This is an optimization exercise on Yosys and OpenROAD, whose aim is small area and a short achievable clock period, not a production implementation. The RTL was checked by simulation tests, not by an equivalence proof against the original design. Power and IR drop assume default switching activity.

## systolic_2x2
module systolic_2x2 #(parameter DATA_TYPE = 3'b011) (
    input clk,
    input rst,
    input load_in,
    input [31:0] row_in_row0, row_in_row1,
    input [31:0] col_in_col0, col_in_col1,
    output [63:0] result_row00, result_row01, result_row10, result_row11,
    output carry_00, carry_01, carry_10, carry_11,
    output reg done,
    output reg valid_op
);
    wire [31:0] pe00_row_out, pe00_col_out;
    wire [31:0] pe01_row_out, pe01_col_out;
    wire [31:0] pe10_row_out, pe10_col_out;
    wire [31:0] pe11_row_out, pe11_col_out;
    wire [64:0] pe00_result, pe01_result, pe10_result, pe11_result;
    reg  [19:0] vld;
    reg         pe_done;
    wire pe00_done = pe_done, pe01_done = pe_done, pe10_done = pe_done, pe11_done = pe_done;
    always @(posedge clk) begin
        if (rst) begin
            vld     <= 20'b0;
            pe_done <= 1'b0;
        end else begin
            vld     <= {vld[18:0], load_in};
            pe_done <= vld[19] & ~load_in;
        end
    end
    pe #(.HOLD_A(1), .HOLD_B(1)) pe00 (.clk(clk), .rst(rst), .load_in(load_in), .mul_done(vld[19]),
        .row_in(row_in_row0), .col_in(col_in_col0),
        .row_out(pe00_row_out), .col_out(pe00_col_out), .pe_result(pe00_result));
    pe #(.HOLD_A(0), .HOLD_B(1)) pe01 (.clk(clk), .rst(rst), .load_in(load_in), .mul_done(vld[19]),
        .row_in(pe00_row_out), .col_in(col_in_col1),
        .row_out(pe01_row_out), .col_out(pe01_col_out), .pe_result(pe01_result));
    pe #(.HOLD_A(1), .HOLD_B(0)) pe10 (.clk(clk), .rst(rst), .load_in(load_in), .mul_done(vld[19]),
        .row_in(row_in_row1), .col_in(pe00_col_out),
  ...
For scale: roughly 250,000 µm² of cells after synthesis.
clock: 5.0 ns
lec_check: 0
cap_margin: 20
cell_pad_in_sites_detail_placement: 1
core_margin: 2
core_utilization: 45
cts_cluster_diameter: 80
cts_cluster_size: 28
place_density: 0.55
setup_slack_margin: 2.4
slew_margin: 45
standard.sh (not shown) runs the stock make flow with config.mk's settings and CLKGATE_MAP_FILE= SYNTH_SCRIPT=/design/flow/synth_recipe.tcl, a recipe that flattens the netlist after the stock synthesis.
==> flow/flow/run.sh <==
#!/bin/bash
# Own layout flow: the standard flow, except in synthesis:
#  - the prefix adder modules (pfx_*) and the tree's full/half adder modules
#    (fa3, ha2) are kept apart until the design is flattened at the end;
#  - ABC maps the accumulator adder, the other prefix adders and the rest of the
#    design with the scripts named in MY_ABC_PLAN / MY_ABC_MAIN below.
#  - clock tree synthesis adds no dummy loads (CTS_ARGS below).
# Every register, and everything else, is the standard flow's.
set -euo pipefail
W=$(pwd)
F=$W/flow
KEEP="pfx_car33 pfx_add64pg pfx_sum65 fa3 ha2"
# CTS as the standard flow runs it (same clustering as config.mk), without the
# dummy loads it adds at the tree's leaves
CTS="-sink_clustering_enable -repair_clock_nets -sink_clustering_size 28 -sink_clustering_max_diameter 80 -dont_use_dummy_load"
# same make call as standard.sh, with our synthesis script in place of synth_recipe.tcl
sed -e "s#SYNTH_SCRIPT=[^ ]*synth_recipe.tcl#SYNTH_SCRIPT=$W/my_synth.tcl#" \
    -e "s#CLKGATE_MAP_FILE= #CLKGATE_MAP_FILE= 'SYNTH_KEEP_MODULES=$KEEP' 'CTS_ARGS=$CTS' #" standard.sh > my_standard.sh
grep -q "SYNTH_SCRIPT=$W/my_synth.tcl" my_standard.sh
grep -q "SYNTH_KEEP_MODULES=" my_standard.sh
grep -q "CTS_ARGS=" my_standard.sh
sed "s#@FLOW_SYNTH@#$W/synth_recipe.tcl#" $F/my_synth.tcl.in > $W/my_synth.tcl
export MY_FLOW=$F
export MY_ABC_PLAN="adder_fast.abc pfx_sum65 adder_fast.abc pfx_car33 adder.abc pfx_add64pg"
export MY_ABC_MAIN=main.abc
bash my_standard.sh synth > $W/synth.log 2>&1
bash my_standard.sh finish > $W/layout.log 2>&1
test -f out/final.def
==> flow/flow/adder.abc <==
strash
dch
map -D 1600
buffer -c
topo
upsize -c
dnsize -c
==> flow/flow/adder_fast.abc <==
strash
dch
map
buffer -c
topo
upsize -c
dnsize -c
==> flow/flow/main.abc <==
strash
dch
map -D 2000
buffer -c
topo
upsize -c
dnsize -c
==> flow/flow/my_synth.tcl.in <==
# synth_recipe.tcl, with other ABC scripts: the prefix adders first (the
# accumulator's with its own script), then the rest of the design
proc abc {args} {
  set i [lsearch -exact $args -script]
  foreach {script mods} $::env(MY_ABC_PLAN) {
    set a $args
    lset a [expr {$i + 1}] $::env(MY_FLOW)/$script
    puts "own flow: abc with $script on $mods"
    yosys abc {*}$a {*}$mods
  }
  set a $args
  lset a [expr {$i + 1}] $::env(MY_FLOW)/$::env(MY_ABC_MAIN)
  puts "own flow: abc with $::env(MY_ABC_MAIN) on the rest"
  yosys abc {*}$a
}
source @FLOW_SYNTH@
The starting point completed without violations.
Edit:
--- a/flow/flow/run.sh
+++ b/flow/flow/run.sh
@@ -7,2 +7 @@
-#  - clock tree synthesis adds no dummy loads (CTS_ARGS below).
-# Every register, and everything else, is the standard flow's.
+# Every register, and everything after synthesis, is the standard flow's.
@@ -13,3 +11,0 @@
-# CTS as the standard flow runs it (same clustering as config.mk), without the
-# dummy loads it adds at the tree's leaves
-CTS="-sink_clustering_enable -repair_clock_nets -sink_clustering_size 28 -sink_clustering_max_diameter 80 -dont_use_dummy_load"
@@ -18 +14 @@
-    -e "s#CLKGATE_MAP_FILE= #CLKGATE_MAP_FILE= 'SYNTH_KEEP_MODULES=$KEEP' 'CTS_ARGS=$CTS' #" standard.sh > my_standard.sh
+    -e "s#CLKGATE_MAP_FILE= #CLKGATE_MAP_FILE= 'SYNTH_KEEP_MODULES=$KEEP' #" standard.sh > my_standard.sh
@@ -21 +16,0 @@
-grep -q "CTS_ARGS=" my_standard.sh
@@ -27 +22 @@
-bash my_standard.sh finish > $W/layout.log 2>&1
+bash standard.sh finish > $W/layout.log 2>&1
Settings changed: CORE_UTILIZATION 45 to 35, CTS_CLUSTER_DIAMETER 80 to 70, CTS_CLUSTER_SIZE 28 to 24, PLACE_DENSITY 0.55 to 0.5, SETUP_SLACK_MARGIN 2.4 to 2.2, SLEW_MARGIN 45 to 60.
Outcome: Power climbs by 9.1%. Non-clock buffer count drops by 273. Via count drops by 1.4%. Utilization drops by 10 points. Final area climbs by 2.0%. Sequential power stays flat. Synthesized area is unchanged. Clock-buffer cell count climbs by 143.
Edit:
--- a/flow/flow/run.sh
+++ b/flow/flow/run.sh
@@ -7 +7,2 @@
-# Every register, and everything after synthesis, is the standard flow's.
+#  - clock tree synthesis adds no dummy loads (CTS_ARGS below).
+# Every register, and everything else, is the standard flow's.
@@ -11,0 +13,3 @@
+# CTS as the standard flow runs it (same clustering as config.mk), without the
+# dummy loads it adds at the tree's leaves
+CTS="-sink_clustering_enable -repair_clock_nets -sink_clustering_size 28 -sink_clustering_max_diameter 80 -dont_use_dummy_load"
@@ -14 +18 @@
-    -e "s#CLKGATE_MAP_FILE= #CLKGATE_MAP_FILE= 'SYNTH_KEEP_MODULES=$KEEP' #" standard.sh > my_standard.sh
+    -e "s#CLKGATE_MAP_FILE= #CLKGATE_MAP_FILE= 'SYNTH_KEEP_MODULES=$KEEP' 'CTS_ARGS=$CTS' #" standard.sh > my_standard.sh
@@ -16,0 +21 @@
+grep -q "CTS_ARGS=" my_standard.sh
@@ -22 +27 @@
-bash standard.sh finish > $W/layout.log 2>&1
+bash my_standard.sh finish > $W/layout.log 2>&1
Settings changed: CORE_UTILIZATION 35 to 45, CTS_CLUSTER_DIAMETER 70 to 80, CTS_CLUSTER_SIZE 24 to 28, PLACE_DENSITY 0.5 to 0.55, SETUP_SLACK_MARGIN 2.2 to 2.45, SLEW_MARGIN 60 to 45.
Outcome: Routed wire length goes up by 1.5%. Via count goes up by 2.3%. Worst setup slack improved by 160 ps. Power goes down by 7.8%. Final cell count goes down by 6.6%. First-iteration DRC count goes up by 27%. Core utilization goes up by 11 points. Clock skew goes up by 21 ps.
Edit:
Settings changed: CORE_UTILIZATION 45 to 35, PLACE_DENSITY 0.55 to 0.5, SETUP_SLACK_MARGIN 2.45 to 2.4, SLEW_MARGIN 45 to 60.
What happened: The changed run ran to the end with no violations; synthesized area is unchanged; sequential power hardly moves; worst setup slack improves by 53 ps; combinational power hardly moves; register-to-register slack improves by 60 ps.

[afterwards: timing with drivers on the ports]
The flow's constraints put no driver on any port. The routed layouts listed below were extracted and timed again, unchanged, in two steps. Step 1 assumes that a clkbuf_16 drives the clock port and a buf_2 every other input. Step 2 also shifts input and output timing later by t, the mid clock arrival at the registers, as if the neighbouring blocks saw the same clock. Slacks: ideal / step 1 / step 2; pairs: ideal / step 1.
run	shift t [ns]	setup WS [ns]	worst hold slack (ns)	clock arrival spread, ns	worst data-port slew with drivers (ns)
the first run	1.112	2.363 / 2.268 / 1.646	0.244 / 0.244 / 0.244	0.131 / 0.131	0.08
the second run	1.203	2.159 / 2.142 / 1.636	0.278 / 0.278 / 0.278	0.147 / 0.146	0.08
the third run	1.119	2.321 / 2.264 / 1.712	0.243 / 0.243 / 0.243	0.133 / 0.133	0.08
the fourth run	1.128	2.374 / 2.238 / 1.588	0.188 / 0.188 / 0.188	0.203 / 0.202	0.08
After both steps every run listed still meets setup and hold. For the fourth run, which loses most, drivers alone change the setup slack by -0.136 ns; drivers and shift together by -0.786 ns.
